Background: an optimization exercise with open tools, aiming at small area. Do not read the settings as production practice.
Only simulation tests tie the RTL to the original design; equivalence was not proved.
Power figures rest on the tool's default switching activity, not on a simulated workload.

[flow/design.v]
`timescale 1ns / 1ps
module sync_fifo_reg#(
    parameter FWFT_MODE  = "TRUE",
    parameter DEPTH      = 8,
    parameter DATA_WIDTH = 16
    ) (
    input                           clk, 
    input                           rstn,
    input                           i_wr,
    input [DATA_WIDTH-1:0]          i_wr_data,
    input                           i_rd,
    output wire [DATA_WIDTH-1:0]    o_rd_data,
    output wire                     o_empty,
    output wire                     o_full
    );
         function integer clogb2;
        input [31:0] value;
        begin
            value = value - 1;
            for (clogb2 = 0; value > 0; clogb2 = clogb2 + 1) begin
                value = value >> 1;
            end
        end
    endfunction
    localparam DEPTH_WIDTH = clogb2(DEPTH);
    reg [DATA_WIDTH-1:0] fifo_data [DEPTH-1:0];
    reg [DEPTH_WIDTH-1:0]      w_ptr  ,w_ptr_nxt;
    reg [DEPTH_WIDTH-1:0]      r_ptr  ,r_ptr_nxt;
    reg [DEPTH_WIDTH-1:0]      cnt    ,cnt_nxt;
    reg                  full   ,full_nxt;
    reg                  empty  ,empty_nxt;
    reg                  valid;
    reg [DATA_WIDTH-1:0] data_buf,data_buf_nxt;
    reg en_wr,en_rd;
    integer i;
    always @(posedge clk or negedge rstn) begin
        if(!rstn) begin
            for(i=0;i<DEPTH;i=i+1) 
                fifo_data[i]   <= 0;
        end
        else begin 
            if(!full) begin 
                if(en_wr)
                    fifo_data[w_ptr] <= i_wr_data;
            end
        end    
    end    
    always @(*) begin 
        w_ptr_nxt    = w_ptr; 
        r_ptr_nxt    = r_ptr;
        cnt_nxt      = cnt;
        en_wr        = 0;
        en_rd        = 0;
        data_buf_nxt = data_buf;
        if(i_wr && !full) begin 
            w_ptr_nxt    = w_ptr + 1'b1;
            en_wr        = 1'b1;            
        end
        if(i_rd && !empty) begin 
            r_ptr_nxt    = r_ptr + 1'b1;
            en_rd        = 1'b1;            
        end
        case({i_wr,i_rd}) 
            2'b00:;  
            2'b01: begin  
                if(~empty)    cnt_nxt      = cnt   - 1'b1;
            end
            2'b10: begin  
                if(~full)     cnt_nxt      = cnt   + 1'b1;
            end
            2'b11: begin  
                if(empty)     cnt_nxt      = cnt   + 1'b1;
                else if(full) cnt_nxt      = cnt   - 1'b1;
            end
        endcase
        empty_nxt    = (cnt_nxt == 0);
        full_nxt     = (cnt_nxt == (DEPTH-1));     
        if(FWFT_MODE != "TRUE") begin 
            if(en_rd) data_buf_nxt = fifo_data[r_ptr];
        end
    end
    always @(posedge clk or negedge rstn) begin
        if(!rstn) begin
            w_ptr        <= 0;
            r_ptr        <= 0;
            cnt          <= 0;
            data_buf     <= 0;
            full         <= 0;
            empty        <= 1'b1;   
        end else begin 
            if(i_wr || i_rd) begin 
                w_ptr        <= w_ptr_nxt;
                r_ptr        <= r_ptr_nxt;
                cnt          <= cnt_nxt;                
                full         <= full_nxt;
                empty        <= empty_nxt; 
                if(FWFT_MODE != "TRUE") begin 
                    data_buf     <= data_buf_nxt;
                end
            end
        end    
    end   
    assign o_rd_data = (FWFT_MODE == "TRUE") ? fifo_data[r_ptr] : data_buf;
    assign o_empty   = empty;
    assign o_full    = full;
endmodule
`timescale 1ns / 1ps
module apb_wrapper #
    ( parameter ADDR_WIDTH = 32,
      parameter DATA_WIDTH = 32
    ) (
      input                           i_clk,
      input                           i_reset_n,
      input                           i_req_ready,
      input  [DATA_WIDTH-1:0]         i_req_rdata,
      output                          o_req_valid,
      output                          o_req_write,
      output [ADDR_WIDTH-1:0]         o_req_addr,
      output [DATA_WIDTH-1:0]         o_req_wdata,
      input                           i_psel,
      input                           i_penable,
      input                           i_pwrite,
      input [ADDR_WIDTH-1:0]          i_paddr,
      input [DATA_WIDTH-1:0]          i_pwdata,
      output wire                     o_pready,
      output wire [DATA_WIDTH-1:0]    o_prdata,
      output wire                     o_pslverr
    );
    reg [1:0]               apb_status       ,apb_status_nxt;       
    reg                     apb_ready        ,apb_ready_nxt;      
    reg                     apb_slverr       ,apb_slverr_nxt;
    reg [DATA_WIDTH-1:0]    apb_rdata        ,apb_rdata_nxt;
    reg                     req_valid        ,req_valid_nxt;
    reg                     req_write        ,req_write_nxt;
    reg [ADDR_WIDTH-1:0]    req_addr         ,req_addr_nxt;
    reg [DATA_WIDTH-1:0]    req_wdata        ,req_wdata_nxt;
    always @(posedge i_clk or negedge i_reset_n) begin
        if(!i_reset_n) begin  
            apb_status      <= 2'b00;
            apb_ready       <= 1'b0;
            apb_slverr      <= 1'b0;
            apb_rdata       <= 0;
            req_valid       <= 1'b0;
            req_write       <= 1'b0;
            req_addr        <= 0;
            req_wdata       <= 0;
        end
        else begin 
            apb_status      <= apb_status_nxt;
            apb_ready       <= apb_ready_nxt;
            apb_slverr      <= apb_slverr_nxt;
            apb_rdata       <= apb_rdata_nxt;
            req_valid       <= req_valid_nxt;
            req_write       <= req_write_nxt;
            req_addr        <= req_addr_nxt;            
            req_wdata       <= req_wdata_nxt;
        end
    end   
    always @(*) begin 
        apb_status_nxt = apb_status;
        apb_ready_nxt  = apb_ready;
        apb_slverr_nxt = 1'b0;
        apb_rdata_nxt  = apb_rdata;
        req_addr_nxt   = req_addr;
        req_write_nxt  = req_write;
        req_valid_nxt  = req_valid;
        req_wdata_nxt  = req_wdata;
        if(apb_status == 2'b00) begin 
             req_write_nxt = i_pwrite;
            if(i_psel && !i_penable) begin 
                req_addr_nxt  = i_paddr;
                if(i_req_ready) begin        
                    apb_status_nxt = 2'b01;
                    req_valid_nxt  = 1'b1;      
                    apb_ready_nxt  = 1'b1;
                    if(!i_pwrite) apb_rdata_nxt <= i_req_rdata; 
                    else          req_wdata_nxt <= i_pwdata;    
                end else begin 
                    apb_status_nxt = 2'b10;
                    apb_ready_nxt  = 1'b0;
                end
            end else begin 
                apb_status_nxt = 2'b00;
                apb_ready_nxt  = 1'b0;
            end
        end else if(apb_status == 2'b01) begin 
            apb_status_nxt = 2'b00;
            apb_ready_nxt  = 1'b0;
            req_valid_nxt  = 1'b0;                
        end else if(apb_status == 2'b10) begin 
            if(i_psel && i_penable) begin 
                if(i_req_ready) begin 
                    apb_ready_nxt  = 1'b1; 
                    apb_status_nxt = 2'b01;
                    req_valid_nxt  = 1'b1;       
                    if(!i_pwrite)  apb_rdata_nxt <= i_req_rdata;  
                    else           req_wdata_nxt <= i_pwdata;                            
                end else begin 
                    apb_status_nxt = 2'b10;
                    apb_ready_nxt  = 1'b0;                     
                end
            end else begin 
                apb_status_nxt = 2'b11;
                apb_ready_nxt  = 1'b1;
                apb_slverr_nxt = 1'b1;
            end
        end
        else begin
            apb_status_nxt = 2'b00;
            apb_ready_nxt  = 1'b0;
            apb_slverr_nxt = 1'b0;
        end
    end
    assign o_pready    = apb_ready;
    assign o_prdata    = apb_rdata;
    assign o_pslverr   = apb_slverr;
    assign o_req_valid = req_valid;
    assign o_req_write = req_write;
    assign o_req_addr  = req_addr;
    assign o_req_wdata = req_wdata;
endmodule
`timescale 1ns / 1ps
module ahb_master #(
    parameter AHB_LITE_ON = "ON",
    parameter ADDR_WIDTH  = 32,
    parameter DATA_WIDTH  = 32,
    parameter MASK_WIDTH  = (32/8),
    parameter MASTER_NUM  = 0
    ) (
    input                           i_clk,
    input                           i_reset_n,
    input                           i_req_valid,
    input                           i_req_read, 
    input [ADDR_WIDTH-1:0]          i_req_addr,
    input [4:0]                     i_req_sz,               
    input                           i_req_wdata_valid,     
    input [DATA_WIDTH-1:0]          i_req_wdata,
    output wire                     o_req_rddata_valid,
    output wire [DATA_WIDTH-1:0]    o_req_rdata,
    output wire                     o_ahb_busy,
    output wire                     o_ahb_resp,
    output wire                     o_arb_hbusreq,           
    output wire                     o_arb_hlock,             
    input                           i_arb_hgrant,            
    input [3:0]                     i_arb_hmaster,           
    input                           i_arb_hmasterlock,       
    output wire                     o_hsel,                  
    output wire [ADDR_WIDTH-1:0]    o_haddr,                 
    output wire [2:0]               o_hburst,                
    output wire                     o_hmasterlock,           
    output wire [3:0]               o_hprot,                 
    output wire [2:0]               o_hsize,                 
    output wire [1:0]               o_htrans,                
    output wire [DATA_WIDTH-1:0]    o_hwdata,                
    output wire [MASK_WIDTH-1:0]    o_hstrb,                 
    output wire                     o_hwrite,                
    input [DATA_WIDTH-1:0]          i_hrdata,                
    input                           i_hready,                
    input                           i_hresp                  
    ); 
    reg [2:0]            ahb_status      ,ahb_status_nxt;
    reg                  ahb_sel         ,ahb_sel_nxt;
    reg [ADDR_WIDTH-1:0] ahb_addr        ,ahb_addr_nxt;
    reg [2:0]            ahb_burst       ,ahb_burst_nxt;
    reg                  ahb_masterlock  ,ahb_masterlock_nxt;
    reg [3:0]            ahb_prot        ,ahb_prot_nxt;
    reg [2:0]            ahb_size        ,ahb_size_nxt;
    reg [1:0]            ahb_trans       ,ahb_trans_nxt;
    reg                  ahb_write       ,ahb_write_nxt;
    reg                  ahb_resp        ,ahb_resp_nxt;
    reg                  req_read;
    reg [2:0]            req_burst; 
    reg [3:0]            transfer_sz;
    reg [3:0]            transfer_sz_cnt;
    reg [ADDR_WIDTH-1:0] req_addr;
    wire                     ahb_rd_data_en;
    wire [DATA_WIDTH-1:0]    ahb_rd_data;
    wire [DATA_WIDTH-1:0]    res_rd_data;   
    wire                     res_rd_fifo_empty;
    wire                     res_rd_fifo_full;
    wire                     ahb_wr_data_en;
    wire [DATA_WIDTH-1:0]    ahb_wr_data;
    wire [DATA_WIDTH-1:0]    req_wr_data;   
    wire                     req_wr_data_en; 
    wire                     req_wr_fifo_empty;
    wire                     req_wr_fifo_full;
    reg [4:0]                rd_data_fifo_cnt;
    reg [4:0]                wr_data_fifo_cnt;
    wire [4:0]               rd_data_fifo_headroom;
    reg                      wr_data_ok;
    reg                      rd_data_ok;
    wire                     next_tranfer_ready;
    localparam               FIFO_DEPTH = 16;
    always @(posedge i_clk or negedge i_reset_n) begin
        if(!i_reset_n) begin  
            ahb_status  <= 3'b000;
        end
        else begin 
            ahb_status  <= ahb_status_nxt;
        end
    end  
    always @(*) begin 
        ahb_status_nxt = ahb_status;
        if(ahb_status == 3'b000) begin 
            if(i_req_valid) begin 
                ahb_status_nxt = 3'b001;
            end 
        end else if(ahb_status == 3'b001) begin 
            if(i_hready) begin 
                if (req_burst == 3'b000) begin 
                    ahb_status_nxt = 3'b000; 
                end else if(next_tranfer_ready) begin 
                    ahb_status_nxt = 3'b011;
                end else begin
                    ahb_status_nxt = 3'b010;
                end                                    
            end
        end else if(ahb_status == 3'b010) begin 
            if((req_read && !res_rd_fifo_full) || (!req_read && !req_wr_fifo_empty)) begin 
                ahb_status_nxt = 3'b011;                   
            end else begin 
                ahb_status_nxt = 3'b010;
            end                       
        end else if(ahb_status == 3'b011) begin 
            if(i_hready) begin 
                if(transfer_sz_cnt >= transfer_sz) begin 
                    if(req_read)    ahb_status_nxt = 3'b100;
                    else            ahb_status_nxt = 3'b000;
                end else if(next_tranfer_ready) begin 
                    ahb_status_nxt = 3'b011;
                end else begin  
                    ahb_status_nxt = 3'b010;
                end    
            end
        end else begin   
            if(req_read && !res_rd_fifo_full) begin 
                ahb_status_nxt = 3'b000;
            end
        end            
    end
    assign next_tranfer_ready = ((!req_read && wr_data_fifo_cnt >= 2) || (req_read && rd_data_fifo_headroom >= 2));
    always @(posedge i_clk or negedge i_reset_n) begin
        if(!i_reset_n) begin  
            wr_data_ok  <= 1'b0;
            rd_data_ok  <= 1'b0;
        end else begin 
            if(i_hready) begin 
                if(ahb_status == 3'b001 || ahb_status == 3'b011) begin 
                    rd_data_ok <= req_read;
                    wr_data_ok <= !req_read;
                end else begin 
                    rd_data_ok <= 1'b0;
                    wr_data_ok <= 1'b0;  
                end
            end
        end 
    end
    always @(posedge i_clk or negedge i_reset_n) begin
        if(!i_reset_n) begin  
            ahb_sel         <= 0;
            ahb_burst       <= 0;
            ahb_masterlock  <= 0;
            ahb_prot        <= 0;
            ahb_size        <= 0;
            ahb_trans       <= 0;
            ahb_write       <= 0;
            ahb_resp        <= 0;
        end
        else begin 
            ahb_sel         <= ahb_sel_nxt;
            ahb_burst       <= ahb_burst_nxt;
            ahb_masterlock  <= ahb_masterlock_nxt;
            ahb_prot        <= ahb_prot_nxt;
            ahb_size        <= ahb_size_nxt;
            ahb_trans       <= ahb_trans_nxt;
            ahb_write       <= ahb_write_nxt;
            ahb_resp        <= ahb_resp_nxt;
        end
    end      
    always @(*) begin 
        ahb_sel_nxt        = ahb_sel;
        ahb_burst_nxt      = ahb_burst;
        ahb_masterlock_nxt = ahb_masterlock;
        ahb_prot_nxt       = ahb_prot;
        ahb_size_nxt       = ahb_size;
        ahb_trans_nxt      = ahb_trans;     
        ahb_write_nxt      = ahb_write; 
        ahb_resp_nxt       = i_hresp;
        if(ahb_status_nxt == 3'b000) begin 
            ahb_sel_nxt        = 1'b0;
            ahb_burst_nxt      = 3'b000;
            ahb_masterlock_nxt = 1'b0;
            ahb_prot_nxt       = 4'b000;
            ahb_size_nxt       = 3'b010;
            ahb_trans_nxt      = 2'b00;
            ahb_write_nxt      = !req_read;
        end else if (ahb_status_nxt == 3'b001) begin 
            ahb_sel_nxt        = 1'b1;
            ahb_burst_nxt      = req_burst;
            ahb_masterlock_nxt = 1'b1;
            ahb_prot_nxt       = 4'b000;
            ahb_size_nxt       = 3'b010;
            ahb_trans_nxt      = 2'b10;     
            ahb_write_nxt      = !req_read;       
        end else if (ahb_status_nxt == 3'b010) begin 
            ahb_sel_nxt        = 1'b1;
            ahb_burst_nxt      = req_burst;
            ahb_masterlock_nxt = 1'b1;
            ahb_prot_nxt       = 4'b000;
            ahb_size_nxt       = 3'b010;
            ahb_trans_nxt      = 2'b01;     
            ahb_write_nxt      = !req_read;  
        end else if (ahb_status_nxt == 3'b011) begin      
            ahb_sel_nxt        = 1'b1;
            ahb_burst_nxt      = req_burst;
            ahb_masterlock_nxt = 1'b1;
            ahb_prot_nxt       = 4'b000;
            ahb_size_nxt       = 3'b010;
            ahb_trans_nxt      = 2'b11;   
            ahb_write_nxt      = !req_read;      
        end else begin   
            ahb_sel_nxt        = 1'b0;
            ahb_burst_nxt      = req_burst;
            ahb_masterlock_nxt = 1'b0;
            ahb_prot_nxt       = 4'b000;
            ahb_size_nxt       = 3'b000;
            ahb_trans_nxt      = 2'b00;   
            ahb_write_nxt      = 1'b0;                                 
        end
    end
    assign o_hsel        = ahb_sel;
    assign o_haddr       = req_addr;
    assign o_hburst      = req_burst;
    assign o_hmasterlock = ahb_masterlock;
    assign o_hprot       = ahb_prot;
    assign o_hsize       = ahb_size;
    assign o_htrans      = ahb_trans;
    assign o_hwrite      = !req_read;
    assign o_ahb_resp    = ahb_resp;
    always @(posedge i_clk or negedge i_reset_n) begin
        if(!i_reset_n) begin  
            req_read    <= 1'b0;
            transfer_sz <= 0;
            req_burst   <= 3'b000;
        end else begin 
            if(i_req_valid) begin 
                req_read    <= i_req_read;
                transfer_sz <= i_req_sz;
                if(i_req_sz == 0)       req_burst <= 3'b000;
                else if(i_req_sz == 3)  req_burst <= 3'b011;
                else if(i_req_sz == 7)  req_burst <= 3'b101;
                else if(i_req_sz == 15) req_burst <= 3'b111;
                else                    req_burst <= 3'b001;
            end
        end
    end      
    always @(posedge i_clk or negedge i_reset_n) begin
        if(!i_reset_n) begin  
            req_addr        <= 0;
            transfer_sz_cnt <= 0;
        end else begin 
            if(i_req_valid) begin 
                req_addr        <= i_req_addr;                
                transfer_sz_cnt <= 0;
            end else begin 
                if(i_hready && ((ahb_status == 3'b001) || (ahb_status == 3'b011))) begin
                    req_addr        <= req_addr + 'h4;   
                    transfer_sz_cnt <= transfer_sz_cnt + 1;
                end
            end
        end
    end      
    assign o_ahb_busy = (ahb_status == 3'b000) ? 1'b0 : 1'b1;
    sync_fifo_reg #(
    .FWFT_MODE  ("TRUE"),
    .DEPTH      (FIFO_DEPTH),
    .DATA_WIDTH (DATA_WIDTH)
    ) u_rd_data_fifo (
    .clk            (i_clk), 
    .rstn           (i_reset_n),
    .i_wr           (ahb_rd_data_en),
    .i_wr_data      (ahb_rd_data),
    .i_rd           (o_req_rddata_valid),
    .o_rd_data      (res_rd_data),
    .o_empty        (res_rd_fifo_empty),
    .o_full         (res_rd_fifo_full)
    );
    assign ahb_rd_data          = i_hrdata;
    assign ahb_rd_data_en       = rd_data_ok && i_hready; 
    assign o_req_rddata_valid   = !res_rd_fifo_empty;
    assign o_req_rdata          = res_rd_data;
    always @(posedge i_clk or negedge i_reset_n) begin
        if(!i_reset_n) begin  
            rd_data_fifo_cnt    <= 0;
        end
        else begin 
            if(ahb_rd_data_en && !o_req_rddata_valid)       rd_data_fifo_cnt <= rd_data_fifo_cnt + 1;
            else if (!ahb_rd_data_en && o_req_rddata_valid) rd_data_fifo_cnt <= rd_data_fifo_cnt - 1;
        end
    end          
    sync_fifo_reg #(
    .FWFT_MODE  ("TRUE"),
    .DEPTH      (FIFO_DEPTH),
    .DATA_WIDTH (DATA_WIDTH)
    ) u_wr_data_fifo (
    .clk            (i_clk), 
    .rstn           (i_reset_n),
    .i_wr           (req_wr_data_en),
    .i_wr_data      (req_wr_data),
    .i_rd           (ahb_wr_data_en),
    .o_rd_data      (ahb_wr_data),
    .o_empty        (req_wr_fifo_empty),
    .o_full         (req_wr_fifo_full)
    );        
    assign req_wr_data    = i_req_wdata;
    assign req_wr_data_en = i_req_wdata_valid;
    assign ahb_wr_data_en = wr_data_ok && i_hready; 
    assign o_hwdata       = ahb_wr_data;
    assign o_hstrb        =  4'b1111;  
     always @(posedge i_clk or negedge i_reset_n) begin
        if(!i_reset_n) begin  
            wr_data_fifo_cnt    <= 0;
        end
        else begin 
            if(req_wr_data_en && !ahb_wr_data_en)       wr_data_fifo_cnt <= wr_data_fifo_cnt + 1;
            else if (!req_wr_data_en && ahb_wr_data_en) wr_data_fifo_cnt <= wr_data_fifo_cnt - 1;
        end
    end      
    assign rd_data_fifo_headroom = FIFO_DEPTH - wr_data_fifo_cnt;
endmodule
`timescale 1ns / 1ps
module test_ip #
    ( parameter ADDR_WIDTH = 32,
      parameter DATA_WIDTH = 32
    ) (
      input                           i_clk,
      input                           i_reset_n,
      input                           i_psel,
      input                           i_penable,
      input                           i_pwrite,
      input [ADDR_WIDTH-1:0]          i_paddr,
      input [DATA_WIDTH-1:0]          i_pwdata,
      output wire                     o_pready,
      output wire [DATA_WIDTH-1:0]    o_prdata,
      output wire                     o_pslverr,
      input [DATA_WIDTH-1:0]          i_hrdata,               
      input                           i_hready,              
      input                           i_hresp,          
      output wire                     o_hsel,                 
      output wire [ADDR_WIDTH-1:0]    o_haddr,              
      output wire [2:0]               o_hburst,             
      output wire [3:0]               o_hprot,             
      output wire [2:0]               o_hsize,              
      output wire [1:0]               o_htrans,              
      output wire [DATA_WIDTH-1:0]    o_hwdata,            
      output wire                     o_hwrite
    );
    wire                           apb_write;
    wire [ADDR_WIDTH-1:0]          apb_addr;
    wire [DATA_WIDTH-1:0]          apb_wdata;
    wire                           apb_valid;
    wire                           apb_ready;
    wire [DATA_WIDTH-1:0]          apb_rdata;
    wire                           start_op;
    wire                           apb_wr_data_en;
    wire  [63:0]                   wr_data;
    wire                           rd_data_en;
    wire  [63:0]                   rd_data;
    wire                           wr_status_en;
    wire [DATA_WIDTH-1:0]          wr_status_data;
    wire                           apb_rd_status_en;
    wire                           write_ready;
    wire                           read_ready;
    wire                           res_data_fifo_empty, res_data_fifo_full;
    wire                           res_status_fifo_empty, res_status_fifo_full;
    reg                           req_valid, req_valid_nxt;
    reg                           req_read, req_read_nxt; 
    reg [ADDR_WIDTH-1:0]          req_addr, req_addr_nxt;            
    reg                           req_wdata_valid, req_wdata_valid_nxt;     
    reg [DATA_WIDTH-1:0]          req_wdata, req_wdata_nxt;
    reg                           ahb_rd_data_en, ahb_rd_data_en_nxt;
    reg                           ahb_busy_r, ahb_resp_r;
    wire                          req_rddata_valid;
    wire [DATA_WIDTH-1:0]         req_rdata;
    wire                          ahb_busy;
    wire                          ahb_resp;
    reg [1:0]                     status       ,status_nxt;
    reg [DATA_WIDTH-1:0]          value_A;
    reg [(DATA_WIDTH*4)-1:0]      value_B;
    reg [(DATA_WIDTH*4)-1:0]      value_result;
    reg [2:0]                     burst_count, burst_count_nxt;
    localparam               FIFO_DEPTH = 16;
    apb_wrapper #(
    .ADDR_WIDTH(32),
    .DATA_WIDTH(32)
    ) u_apb_slave(
        .i_clk                  (i_clk),
        .i_reset_n              (i_reset_n),
        .i_req_ready            (apb_ready),
        .i_req_rdata            (apb_rdata),
        .o_req_valid            (apb_valid),
        .o_req_write            (apb_write),
        .o_req_addr             (apb_addr),
        .o_req_wdata            (apb_wdata),
        .i_psel                 (i_psel),
        .i_penable              (i_penable),
        .i_pwrite               (i_pwrite),
        .i_paddr                (i_paddr),
        .i_pwdata               (i_pwdata),
        .o_pready               (o_pready),
        .o_prdata               (o_prdata),
        .o_pslverr              (o_pslverr) 
  );
   ahb_master #(
        .AHB_LITE_ON("ON"),
        .ADDR_WIDTH(32),
        .DATA_WIDTH(32),
        .MASK_WIDTH(32/8),
        .MASTER_NUM(0)
        ) u_ahb_master (
        .i_clk                          (i_clk),
        .i_reset_n                      (i_reset_n),
        .i_req_valid                    (req_valid),
        .i_req_read                     (req_read), 
        .i_req_addr                     (req_addr),
        .i_req_sz                       (5'b00011),              
        .i_req_wdata_valid              (req_wdata_valid),     
        .i_req_wdata                    (req_wdata),
        .o_req_rddata_valid             (req_rddata_valid),
        .o_req_rdata                    (req_rdata),
        .o_ahb_busy                     (ahb_busy),
        .o_ahb_resp                     (ahb_resp),
        .o_arb_hbusreq                  (),          
        .o_arb_hlock                    (),            
        .i_arb_hgrant                   (1'b0),           
        .i_arb_hmaster                  (4'b0000),          
        .i_arb_hmasterlock              (1'b0),      
        .o_hsel                         (o_hsel),                 
        .o_haddr                        (o_haddr),                
        .o_hburst                       (o_hburst),               
        .o_hmasterlock                  (),          
        .o_hprot                        (o_hprot),                
        .o_hsize                        (o_hsize),                
        .o_htrans                       (o_htrans),               
        .o_hwdata                       (o_hwdata),               
        .o_hstrb                        (),                
        .o_hwrite                       (o_hwrite),               
        .i_hrdata                       (i_hrdata),               
        .i_hready                       (i_hready),               
        .i_hresp                        (i_hresp)                 
        ); 
  always @(posedge i_clk or negedge i_reset_n) begin
        if(!i_reset_n) begin  
            status           <= 2'b00;
            req_valid        <= 1'b0;
            req_read         <= 1'b0;
            req_addr         <= 0;
            req_wdata        <= 0;
            req_wdata_valid  <= 1'b0;
            ahb_rd_data_en   <= 1'b1;
            ahb_busy_r       <= 1'b0;
            ahb_resp_r       <= 1'b0;
            burst_count      <= 0;
        end
        else begin  
            status           <= status_nxt;
            req_valid        <= req_valid_nxt;
            req_read         <= req_read_nxt;
            req_addr         <= req_addr_nxt;            
            req_wdata        <= req_wdata_nxt;
            req_wdata_valid  <= req_wdata_valid_nxt;
            ahb_rd_data_en   <= ahb_rd_data_en_nxt;
            ahb_busy_r       <= ahb_busy;
            ahb_resp_r       <= ahb_resp;
            burst_count      <= burst_count_nxt;
        end
    end   
    always @(posedge i_clk or negedge i_reset_n) begin
        if(!i_reset_n) begin
            value_result <= 0;
            value_A      <= 0;
            value_B      <= 0;
        end else begin
            if((status == 2'b00) && start_op)
                value_A <= rd_data[31:0];
            else if((status == 2'b01) && req_rddata_valid)
                value_B[32*burst_count+:DATA_WIDTH] <= req_rdata;
            else if(status == 2'b10) begin
                if(value_A[1:0] == 0) begin
                    value_result[32*0+:DATA_WIDTH] <= value_A + value_B[32*0+:DATA_WIDTH];
                    value_result[32*1+:DATA_WIDTH] <= value_A + value_B[32*1+:DATA_WIDTH];
                    value_result[32*2+:DATA_WIDTH] <= value_A + value_B[32*2+:DATA_WIDTH];
                    value_result[32*3+:DATA_WIDTH] <= value_A + value_B[32*3+:DATA_WIDTH];
                end else if(value_A[1:0] == 1) begin
                    value_result[32*0+:DATA_WIDTH] <= value_A - value_B[32*0+:DATA_WIDTH];
                    value_result[32*1+:DATA_WIDTH] <= value_A - value_B[32*1+:DATA_WIDTH];
                    value_result[32*2+:DATA_WIDTH] <= value_A - value_B[32*2+:DATA_WIDTH];
                    value_result[32*3+:DATA_WIDTH] <= value_A - value_B[32*3+:DATA_WIDTH];
                end else if(value_A[1:0] == 2) begin
                    value_result[32*0+:DATA_WIDTH] <= value_A * value_B[32*0+:DATA_WIDTH];
                    value_result[32*1+:DATA_WIDTH] <= value_A * value_B[32*1+:DATA_WIDTH];
                    value_result[32*2+:DATA_WIDTH] <= value_A * value_B[32*2+:DATA_WIDTH];
                    value_result[32*3+:DATA_WIDTH] <= value_A * value_B[32*3+:DATA_WIDTH];
                end else begin
                    value_result[32*0+:DATA_WIDTH] <= value_A > value_B[32*0+:DATA_WIDTH] ? value_A : value_B[32*0+:DATA_WIDTH];
                    value_result[32*1+:DATA_WIDTH] <= value_A > value_B[32*1+:DATA_WIDTH] ? value_A : value_B[32*1+:DATA_WIDTH];
                    value_result[32*2+:DATA_WIDTH] <= value_A > value_B[32*2+:DATA_WIDTH] ? value_A : value_B[32*2+:DATA_WIDTH];
                    value_result[32*3+:DATA_WIDTH] <= value_A > value_B[32*3+:DATA_WIDTH] ? value_A : value_B[32*3+:DATA_WIDTH];
                end
            end
        end
    end
    always @(*) begin 
        status_nxt           = status;
        req_valid_nxt        = req_valid;
        req_read_nxt         = req_read;
        req_addr_nxt         = req_addr;
        req_wdata_nxt        = req_wdata;
        req_wdata_valid_nxt  = req_wdata_valid;
        ahb_rd_data_en_nxt   = ahb_rd_data_en;
        burst_count_nxt      = burst_count;
        case (status)
        2'b00: begin 
            burst_count_nxt  = 0;
            if(start_op) begin 
                status_nxt = 2'b01;
                req_valid_nxt  = 1'b1;
                req_read_nxt   = 1'b1;
                req_addr_nxt   = 32'h00000000 + rd_data[62:32];
                ahb_rd_data_en_nxt = 1'b0;
            end else begin
                status_nxt = 2'b00;
            end
        end 
        2'b01: begin
            req_valid_nxt  = 1'b0; 
            if(req_rddata_valid) begin
                burst_count_nxt = burst_count_nxt + 1;
                if(burst_count_nxt > 3) begin
                    status_nxt = 2'b10;
                    burst_count_nxt = 0;
                end else begin
                    status_nxt = 2'b01;
                end
            end
        end
        2'b10: begin 
            req_valid_nxt  = 1'b1;
            req_read_nxt   = 1'b0;
            status_nxt = 2'b11;
        end
        default: begin
            req_valid_nxt  = 1'b0;
            req_wdata_valid_nxt = 1'b1;
            if(burst_count_nxt > 3) begin
                req_wdata_valid_nxt = 1'b0;
                if(wr_status_en) begin
                    status_nxt = 2'b00;
                    ahb_rd_data_en_nxt = 1'b1;
                    burst_count_nxt = 0;
                end else begin
                    status_nxt = 2'b11;
                end
            end else begin
                status_nxt = 2'b11;
                req_wdata_nxt = value_result[32*burst_count+:DATA_WIDTH];
                burst_count_nxt = burst_count_nxt + 1;
            end
        end
        endcase
    end
   sync_fifo_reg #(
    .FWFT_MODE  ("TRUE"),
    .DEPTH      (FIFO_DEPTH),
    .DATA_WIDTH (DATA_WIDTH + ADDR_WIDTH)
    ) apb_data_fifo (
    .clk            (i_clk), 
    .rstn           (i_reset_n),
    .i_wr           (apb_wr_data_en),
    .i_wr_data      (wr_data),
    .i_rd           (rd_data_en),
    .o_rd_data      (rd_data),
    .o_empty        (res_data_fifo_empty),
    .o_full         (res_data_fifo_full)
    );
    assign apb_wr_data_en = apb_valid && apb_write;
    assign wr_data = {apb_addr, apb_wdata};
    assign start_op = !res_data_fifo_empty;
    assign rd_data_en = start_op && ahb_rd_data_en;
    sync_fifo_reg #(
    .FWFT_MODE  ("TRUE"),
    .DEPTH      (FIFO_DEPTH),
    .DATA_WIDTH (DATA_WIDTH)
    ) status_fifo (
    .clk            (i_clk), 
    .rstn           (i_reset_n),
    .i_wr           (wr_status_en),
    .i_wr_data      (wr_status_data),
    .i_rd           (apb_rd_status_en),
    .o_rd_data      (apb_rdata),
    .o_empty        (res_status_fifo_empty),
    .o_full         (res_status_fifo_full)
    );
    assign wr_status_en = (ahb_busy_r && !ahb_busy) && !req_read;
    assign apb_rd_status_en = apb_valid && !apb_write;
    assign wr_status_data = {31'b0, !ahb_resp_r};
    assign write_ready = !res_data_fifo_full;
    assign read_ready = !res_status_fifo_empty;
    assign apb_ready = (i_pwrite && write_ready) || (!i_pwrite && read_ready);
endmodule
[flow/run.sh]
#!/bin/bash
# synth_recipe.tcl (not shown) runs the flow's synth.tcl, then flattens the netlist and writes it again
# the make line also repeats each setting of config.mk as NAME=value (left out here)
make -C /OpenROAD-flow-scripts/flow DESIGN_CONFIG=/design/flow/config.mk WORK_HOME=/design/flow/orfs CLKGATE_MAP_FILE= SYNTH_SCRIPT=/design/flow/synth_recipe.tcl finish
[flow/config.mk]
export PLATFORM = sky130hd
export DESIGN_NAME = test_ip
export DESIGN_NICKNAME = test_ip
export VERILOG_FILES = /design/flow/design.v
export SDC_FILE = /design/flow/constraint.sdc
export NUM_CORES = 4
export LEC_CHECK = 0
export CAP_MARGIN = 20
export CORE_MARGIN = 2
export CORE_UTILIZATION = 40
export PLACE_DENSITY = 0.6
export SLEW_MARGIN = 20
[flow/constraint.sdc]
create_clock -name core_clock -period 10.0 [get_ports {i_clk}]
set_input_delay 2.0000 -clock core_clock [delete_from_list [all_inputs] [get_ports {i_clk}]]
set_output_delay 2.0000 -clock core_clock [all_outputs]
set_load 0.01 [all_outputs]
==> key figures <==
Outcome
  – Status: no timing/DRC/antenna violations

Job
  – Max-Cap Viols: 0

STA
  – Worst slew pin tran: between 1000 and 1500 ps
  – Relative slew slack: 0.2253
  – Final setup fails: 0
  – Slew Limit Fails: 0
  – Achievable frequency: approximately 110 MHz
  – Setup TNS: 0 ps
  – Final hold vios: 0
  – Setup Skew: approximately 54 ps
  – Fin crit period: 8828 ps
  – Fin crit share: 0.8828
  – RSZ-0062 raised after global routing: false

Floorplanning
  – Placeable Area: roughly 0.47 sq mm
  – Num rows: around 250
  – Die H: approximately 690 um
  – Die ar.: about 0.48 sq mm
  – Die Wd: 691.0 um
  – Initial Util: 0.4014
  – I/O pin count: ~220

Global routing
  – Largest net degree at the start of global routing: between 150 and 200
  – First-pass GRT wire length: ~940000 um
  – Gr usage total: 0.2598
  – Antenna violations before repair: 46
  – Vias in the first global route: approximately 140k
  – GR Overflow Total: 0

Critical path
  – Most frequent cell on the critical path: fa_1
  – Worst Path Arrival: ~9600 ps
  – Max FO, Critical Path: 38
  – Startpoint Class: flip-flop
  – CP Data Required Time: approximately 11000 ps
  – Worst stage delay on the critical path: slightly below 1000 ps
  – Crit path cell chain: ha_1 -> inv_1 -> fa_1 -> inv_1 -> fa_1 -> inv_1 -> fa_1 -> fa_1 -> inv_1 -> ha_1 -> ha_1 -> fa_1 -> fa_1 -> ha_1 -> a211oi_1 -> a21boi_0 -> a41oi_1 -> nor3_1 -> a221oi_1 -> buf_4 -> o22ai_1 -> a2111oi_0 -> o21ai_0 -> o311ai_0
  – Slowest CP cell: dfrtp_4
  – Crit Path Class: flip-flop to flip-flop
  – Element type at the critical path end: flip-flop
  – Worst Reg-to-Reg Cells: 24

Logic synthesis
  – Synth area leaders: dfrtp_1, fa_1, mux2_2
  – Unique masters post-synth: between 90 and 100
  – Syn Area/Cell: between 10 and 15 sq um
  – Post-Synthesis Cells: 17736
  – Dominant synthesized flop cell: dfrtp_1
  – Top-area cell type share of the netlist area: 0.3423
  – Number of synthesized flops with an enable pin: 0
  – Synth async-reset ratio: 1.000
  – Sequential area share after synthesis: 0.3430
  – Syn. warnings: 17
  – Synth area leader: dfrtp_1
  – Flops & latches, synth: around 2600
  – Syn Std Cell Area: approximately 0.19 sq mm

Power and ir drop
  – Leak Pwr: 97.93 nW
  – PnR Total Power: 65.35 mW
  – Power density cells: 314.3 mW/mm^2
  – VDD IR max: roughly 0.00023 V

Final layout
  – Nets: 19926
  – Commonest non-fill, non-tap cell in the layout: dfrtp_1
  – Share of layout cells above drive strength 1: 0.1854
  – Highest-count cells in the layout ignoring fill and taps: dfrtp_1, mux2_2, inv_1
  – Area growth syn-to-layout: 10.11%
  – Final Util: 0.4420

Route
  – Post-DRT Antenna Nets: 0
  – WL final: ~630000 um
  – DR pass1 iterations: 6
  – Drt via density: roughly 5.8
  – Routed vias: between 100k and 150k
  – WL/cell: around 26 um
  – Drt initial violations: 12736
  – DRC viols: 0

Hold path
  – Worst min-delay path class: flip-flop to flip-flop
  – Worst Hold Path Cells: 0

Placement
  – Final HPWL DP: around 420000 um
  – # port buffers: about 180
  – Global placer's final weighted congestion: around 0.95

Clock tree
  – Hold_buf cts: 0
  – CTS H-tree lvls: 5
  – Inserted Clock Buffers: 300
  – CTS tree: built
  – Clock Sinks: 2588
  – Clock Path Buffers: 4
  – Worst-path clk slew: 60 ps
  – CTS root buffer: clkbuf_16
  – Worst-Skew Late Latency: 930 ps
  – PostCTS Resize Cnt: 0
  – Setup bufs post-CTS: 0
[metrics by stage]
stage / hold WS [ps] / area [sq um] / cells / setup WS [ps]
after CTS: 359.1 / 207800 / 23828 / 1279
after floorplan: 331.2 / 189000 / 17773 / 1720
after global routing: 369.6 / 207900 / 23831 / 875.7
after detailed placement: 345.9 / 197800 / 23291 / 1358
after global placement: 339.4 / 197700 / 23290 / 1430
final: 352.5 / 207900 / 23842 / 1172
[power breakdown]
group	internal (mW)	leakage, nW	switching [mW]
sequential	14.3	34.3	4.72
clock	6.61	4.93	4.66
combinational	13.9	58.7	21.1
[state kept, by name, summed over array words and instances (netlist names), 5 cells and up]
signal / count
u_ahb_master.wr_data_fifo_cnt: 5
apb_data_fifo.fifo_data: 1008
value_A: 32
u_apb_slave.req_wdata: 32
u_ahb_master.u_wr_data_fifo.fifo_data: 512
u_apb_slave.req_addr: 31
value_result: 128
req_addr: 31
u_ahb_master.u_rd_data_fifo.fifo_data: 512
value_B: 128
req_wdata: 32
status_fifo.fifo_data: 16
u_ahb_master.req_addr: 32
[critical path: cells and delay by family, from the launching register on]
kind	cells	cell delay, ps
compound gates	8	2760
buf+inv	5	460
simple gates	1	120
fa+ha+maj	10	4180
flops	1	970
[cells in the mapped netlist (467+ instances only)]
master and n:
a21oi_1 544, a22oi_1 642, and2_1 1068, clkbuf_1 1143, dfrtp_1 2583, fa_1 1641
ha_1 811, inv_1 1807, mux2_2 2112, nand2_1 1367, nor2_1 712, o21ai_0 467
[area by class of cell]
cell class	instances	area (sq um)
antenna	13	32.53
fill	44464	262500
clock inverter	83	1141
inverter	1809	6803
tap	6223	7786
clock buffer	454	8921
multi-input combinational	12050	112900
sequential	2588	64860
timing repair buffer	622	5465
[final timing paths]
path | from | end | slack, ps
max in group asynchronous | i_reset_n | u_ahb_master.u_wr_data_fifo.fifo_data[15][11] | 6710
setup reg to reg | value_A[6] | value_result[28] | 1170
hold reg to reg | u_ahb_master.ahb_resp | ahb_resp_r | 350
setup / recovery | value_A[6] | value_result[28] | 1170
min in group asynchronous | i_reset_n | apb_data_fifo.fifo_data[4][37] | 1070
hold / removal | u_ahb_master.ahb_resp | ahb_resp_r | 350
[cells by family (layout without fill, tap and decap cells)]
kind of cell / count (synthesis) / count (layout) / synth area share
and+or+nand+nor: 3926 / 3926 / 0.1010
buffers and inverters: 3135 / 2968 / 0.06338
AOI/OAI and AO/OA: 2831 / 2831 / 0.1031
DFF: 2588 / 2588 / 0.3430
adders and majority gates: 2453 / 2453 / 0.2278
muxes: 2255 / 2255 / 0.1363
xor gates and xnor gates: 547 / 547 / 0.02537
other: 1 / 51 / 0.00001986
[metal layers]
layer	track usage	vias to the layer above	wire length, um
met5	0	-	266
met4	0.1009	38	28740
met3	0.04271	1189	45800
met2	0.4094	5005	283000
met1	0.3588	72117	268700
li1	-	58836	-

==> separate check: timing with driven ports <==
The flow's constraints put no driver on any port. The routed layout listed below was extracted and timed again, unchanged, in two steps.
Step 1 assumes that a clkbuf_16 drives the clock port and a buf_2 every other input.
Step 2, shift: input delay + t, output delay - t, t = (earliest + latest rising clock arrival at the registers) / 2. This alone moves slack from input paths to output paths.
Slacks: ideal ports / drivers / drivers and shift; pairs: ideal ports / drivers.
t, ns: 1.013
setup WS [ns]: 1.172 / 1.172 / 1.172
latest minus earliest clock arrival (ns): 0.054 / 0.054
worst slew at a driven data input, ns: 0.16
After both steps this run still meets setup and hold. For this run, drivers alone change the setup slack by 0.000 ns; drivers and shift together by 0.000 ns.
